From an optimization exercise on the open Yosys and OpenROAD flow, aimed at small area, a short achievable clock period and few clock cycles; shortcuts taken in it are not production practice.
Function was checked by simulation only, so behaviour that the tests miss may differ from the original.

==> flow/design.v <==
module EC_TOP(
    clk, rst_n, in_valid,
    in_Px, in_Py, in_Qx, in_Qy, in_prime, in_a,
    out_valid, out_Rx, out_Ry
);
input clk, rst_n, in_valid;
input [5:0] in_Px, in_Py, in_Qx, in_Qy, in_prime, in_a;
output reg out_valid;
output reg [5:0] out_Rx, out_Ry;
wire [5:0] p = in_prime;
wire [5:0] Px = in_Px, Py = in_Py, Qx = in_Qx, Qy = in_Qy, a = in_a;
function [5:0] modred;
    input [13:0] x;
    input [5:0]  p;
    input integer rows;
    reg [14:0] r;
    integer k;
    begin
        r = {1'b0, x};
        for (k = 7; k >= 0; k = k - 1)
            if (k < rows && r[k +: 7] >= {1'b0, p})
                r[k +: 7] = r[k +: 7] - {1'b0, p};
        modred = r[5:0];
    end
endfunction
function [5:0] modsub;
    input [5:0] x, y, p;
    reg [6:0] d;
    begin
        d = {1'b0, x} - {1'b0, y};
        if (d[6]) d = d + {1'b0, p};
        modsub = d[5:0];
    end
endfunction
function [5:0] half;
    input [5:0] x, p;
    reg [6:0] t;
    begin
        t = x[0] ? {1'b0, x} + {1'b0, p} : {1'b0, x};
        half = t[6:1];
    end
endfunction
wire dbl = (Px == Qx);
wire [11:0] px2  = Px * Px;
wire [5:0]  px2m = modred({2'b0, px2}, p, 6);
wire [7:0]  n3   = {2'b0, px2m} + {1'b0, px2m, 1'b0} + {2'b0, a};
wire [5:0]  numd = modred({6'b0, n3}, p, 2);
wire [5:0]  numa = modsub(Qy, Py, p);
wire [6:0]  py2  = {Py, 1'b0};
wire [5:0]  dend = (py2 >= {1'b0, p}) ? py2 - {1'b0, p} : py2[5:0];
wire [5:0]  dena = modsub(Qx, Px, p);
wire [5:0]  num  = dbl ? numd : numa;
wire [5:0]  den  = dbl ? dend : dena;
function [5:0] bound;
    input [5:0] x;
    input integer m;
    integer b;
    begin
        for (b = 0; b < 6; b = b + 1)
            bound[b] = (m >= (1 << b)) ? x[b] : 1'b0;
    end
endfunction
function [5:0] halfsub;
    input [5:0] xa, xb, p;
    reg [6:0] d;
    reg [7:0] t;
    begin
        d = {1'b0, xa} - {1'b0, xb};
        t = {d[6], d} + (d[0] ? {2'b0, p} : d[6] ? {1'b0, p, 1'b0} : 8'd0);
        halfsub = t[6:1];
    end
endfunction
reg [5:0] u, v, x1, x2, xa, xb;
reg [6:0] du;
reg swap;
integer i;
always @(*) begin
    u = den; v = p; x1 = num; x2 = 6'd0;
    for (i = 0; i < 10; i = i + 1) begin
        u = bound(u, (i == 0) ? 60 : (i < 7) ? 30 : (i == 7) ? 15 : (i == 8) ? 7 : 3);
        v = bound(v, (i < 6) ? 61 : (i == 6) ? 29 : (i == 7) ? 9 : (i == 8) ? 5 : 3);
        du = {1'b0, u} - {1'b0, v};
        swap = u[0] & du[6];
        xa = swap ? x2 : x1;
        xb = u[0] ? (swap ? x1 : x2) : 6'd0;
        if (swap) begin
            x2 = x1;
            v = u;
        end
        x1 = halfsub(xa, xb, p);
        u = !u[0] ? u >> 1 : swap ? (~du[5:0] + 6'd1) >> 1 : du[6:1];
    end
end
wire [5:0] s = x2;
wire [11:0] s2  = s * s;
wire [6:0]  cx  = {p, 1'b0} - {1'b0, Px} - {1'b0, Qx};
wire [5:0]  Rx  = modred({2'b0, s2} + {7'b0, cx}, p, 6);
wire [6:0]  e   = {1'b0, Px} + {1'b0, p} - {1'b0, Rx};
wire [12:0] se  = s * e;
wire [5:0]  Ry  = modred({1'b0, se} + {8'b0, p} - {8'b0, Py}, p, 7);
always @(posedge clk or negedge rst_n) begin
    if (!rst_n) begin
        out_valid <= 1'b0;
        out_Rx <= 6'd0;
        out_Ry <= 6'd0;
    end else begin
        out_valid <= in_valid;
        out_Rx <= in_valid ? Rx : 6'd0;
        out_Ry <= in_valid ? Ry : 6'd0;
    end
end
endmodule
export LEC_CHECK = 0
export CAP_MARGIN = 20
export CORE_MARGIN = 2
export CORE_UTILIZATION = 30
export SLEW_MARGIN = 20
create_clock -name core_clock -period 160.0 [get_ports {clk}]
run.sh (not shown) runs the stock make flow with config.mk's settings and CLKGATE_MAP_FILE= SYNTH_SCRIPT=/design/flow/synth_recipe.tcl, a recipe that flattens the netlist after the stock synthesis.
The baseline completed without violations.
Testbench counts at the start, summed over its fixed seeds: cycles 1,608.
Then changed:
==> flow/flow/run.sh (new file) <==
#!/bin/bash
# Own layout flow: the standard ORFS flow, with a different synthesis mapping:
#  - ripple-carry adders (no Kogge-Stone extra map, no full-adder cell extraction),
#  - abc technology mapping with flow/abc.script (area-oriented map with a delay target).
# Registers, their names and everything after synthesis are as in the standard flow.
set -euo pipefail
W=$(pwd)
mkdir -p "$W/mysynth"
python3 - "$FLOW_HOME/scripts/synth.tcl" "$W/mysynth/synth.tcl" "$W/flow/abc.script" <<'PY'
import sys
src, dst, abc = sys.argv[1:]
s = open(src).read()
old = "  log_cmd abc {*}$abc_args\n"
assert s.count(old) == 1
s = s.replace(old, "  set abc_args [lreplace $abc_args 1 1 %s]\n%s" % (abc, old))
open(dst, "w").write(s)
PY
bash standard.sh SYNTH_SCRIPT="$W/flow/my_synth.tcl" MY_SYNTH_TCL="$W/mysynth/synth.tcl" \
    SYNTH_OPERATIONS_ARGS=-nofsm ADDER_MAP_FILE= finish > "$W/flow_make.log" 2>&1
==> flow/flow/abc.script (new file) <==
strash
dch
map -D 70000 -B 0.9
topo
stime -c
buffer -c
upsize -c -D 70000
dnsize -c -D 70000
==> flow/flow/my_synth.tcl (new file) <==
# The standard flow's synthesis wrapper (synth_recipe.tcl), sourcing a copy of ORFS's synth.tcl
# whose abc call uses flow/abc.script (see run.sh).
proc synth {args} { yosys synth -nofsm -noshare {*}$args }
source $::env(MY_SYNTH_TCL)
# left out here: clear keep_hierarchy, flatten, clean up, hide names made inside functions, write 1_2_yosys.v
==> flow/standard.sh (new file) <==
#!/bin/bash
# synth_recipe.tcl (not shown) runs the flow's synth.tcl, then flattens the netlist and writes it again
# the make line also repeats each setting of config.mk as NAME=value (left out here)
make -C /OpenROAD-flow-scripts/flow DESIGN_CONFIG=/design/flow/config.mk WORK_HOME=/design/flow/orfs CLKGATE_MAP_FILE= SYNTH_SCRIPT=/design/flow/synth_recipe.tcl "${@:-finish}"
removed: flow/run.sh
- cell count went up by well over a third
- final area went down by a few percent
- die area went down by a few percent
- synthesized cell count went up by well over a third
- wire length went up by roughly a tenth
- worst setup slack improves by 31 ns
- core utilization went down by 0.24 points
- synthesized area went down by a few percent
- clock-buffer cell count does not change

== red ==
EC_TOP, a different RTL version from the one above (not shown whole).
For scale: roughly 52 I/O pins, ~17,000 um^2 of cells after synthesis.
## EC_TOP
module EC_TOP(
    clk, rst_n, in_valid,
    in_Px, in_Py, in_Qx, in_Qy, in_prime, in_a,
    out_valid, out_Rx, out_Ry
);
==> flow/config.mk <==
export PLATFORM = sky130hd
export DESIGN_NAME = EC_TOP
export DESIGN_NICKNAME = EC_TOP
export VERILOG_FILES = /design/flow/design.v
export SDC_FILE = /design/flow/constraint.sdc
export NUM_CORES = 4
export LEC_CHECK = 0
export CAP_MARGIN = 20
export CORE_MARGIN = 2
export CORE_UTILIZATION = 55
export SLEW_MARGIN = 20
==> flow/constraint.sdc <==
create_clock -name core_clock -period 160.0 [get_ports {clk}]
set_input_delay 32.0000 -clock core_clock [delete_from_list [all_inputs] [get_ports {clk}]]
set_output_delay 32.0000 -clock core_clock [all_outputs]
set_load 0.01 [all_outputs]
standard.sh (not shown) runs the stock make flow with config.mk's settings and CLKGATE_MAP_FILE= SYNTH_SCRIPT=/design/flow/synth_recipe.tcl, a recipe that flattens the netlist after the stock synthesis.
==> flow/flow/run.sh <==
#!/bin/bash
# Own layout flow: the standard ORFS flow, with a different synthesis mapping:
#  - no full-adder cell extraction (adders stay plain gates for abc),
#  - abc with flow/abc.script: &deepsyn restructuring, then an area-oriented map with a delay target.
# Registers, their names and everything after synthesis are as in the standard flow.
set -euo pipefail
W=$(pwd)
mkdir -p "$W/mysynth"
python3 - "$FLOW_HOME/scripts/synth.tcl" "$W/mysynth/synth.tcl" "$W/flow/abc.script" <<'PY'
import sys
src, dst, abc = sys.argv[1:]
s = open(src).read()
old = "  log_cmd abc {*}$abc_args\n"
assert s.count(old) == 1
s = s.replace(old, "  set abc_args [lreplace $abc_args 1 1 %s]\n%s" % (abc, old))
open(dst, "w").write(s)
PY
bash standard.sh SYNTH_SCRIPT="$W/flow/my_synth.tcl" MY_SYNTH_TCL="$W/mysynth/synth.tcl" \
    ADDER_MAP_FILE= finish > "$W/flow_make.log" 2>&1
==> flow/flow/abc.script <==
strash
ifraig
scorr
dc2
dretime
strash
&get -n
&deepsyn -T 120
&put
dch -f
map -D 40000 -B 0.9
strash
dch -f
map -D 40000 -B 0.9
topo
stime -c
buffer -c
upsize -c -D 40000
dnsize -c -D 40000
==> flow/flow/my_synth.tcl <==
# The standard flow's synthesis wrapper (synth_recipe.tcl), sourcing a copy of ORFS's synth.tcl
# whose abc call uses flow/abc.script (see run.sh).
proc synth {args} { yosys synth -nofsm -noshare {*}$args }
source $::env(MY_SYNTH_TCL)
# left out here: clear keep_hierarchy, flatten, clean up, hide names made inside functions, write 1_2_yosys.v
Testbench counts of red, summed over its fixed seeds: cycles 1,608.
[inputs] blue vs red
Settings: an added ABC_AREA of 1.
==> flow/run.sh (new file) <==
#!/bin/bash
# synth_recipe.tcl (not shown) runs the flow's synth.tcl, then flattens the netlist and writes it again
# the make line also repeats each setting of config.mk as NAME=value (left out here)
make -C /OpenROAD-flow-scripts/flow DESIGN_CONFIG=/design/flow/config.mk WORK_HOME=/design/flow/orfs CLKGATE_MAP_FILE= SYNTH_SCRIPT=/design/flow/synth_recipe.tcl finish
removed: flow/flow/run.sh
removed: flow/flow/abc.script
removed: flow/flow/my_synth.tcl
removed: flow/standard.sh
--- outcome ---
- Delta (blue minus red): number of non-clock buffers now larger; aggregate routed wire length shows an increase of about 7%.

[port drivers added, routing unchanged]
In the flow no input, the clock included, has a driving cell. The finished layouts below were timed again as built, in two steps. Step 1 sets driving cells, clkbuf_16 on the clock port and buf_2 on the other inputs (assumed; they add their load-dependent delay and slew). Step 2 adds t to the input delays and takes it off the output delays; t is the mean of the earliest and latest rising clock arrival at the registers after step 1. Input paths then give back, and output paths get back, about the clock's delay inside the block. a / b / c = ideal ports / drivers / drivers and shift; a / b = the first two.
| run | t, ns | setup WS [ns] | hold WS [ns] | pins driven straight from the clock port |
|---|---|---|---|---|
| the first run of note 1 | 0.260 | 45.620 / 45.607 / 45.348 | 32.135 / 32.137 / 32.397 | 1 |
| the second run of note 1 | 0.263 | 77.032 / 77.030 / 76.767 | 32.137 / 32.133 / 32.396 | 1 |
| red | 0.348 | 101.965 / 101.985 / 101.636 | 31.833 / 31.813 / 32.161 | 1 |
| blue | 0.351 | 92.091 / 92.114 / 91.762 | 31.820 / 31.802 / 32.154 | 1 |
After both steps every run listed still meets setup and hold.
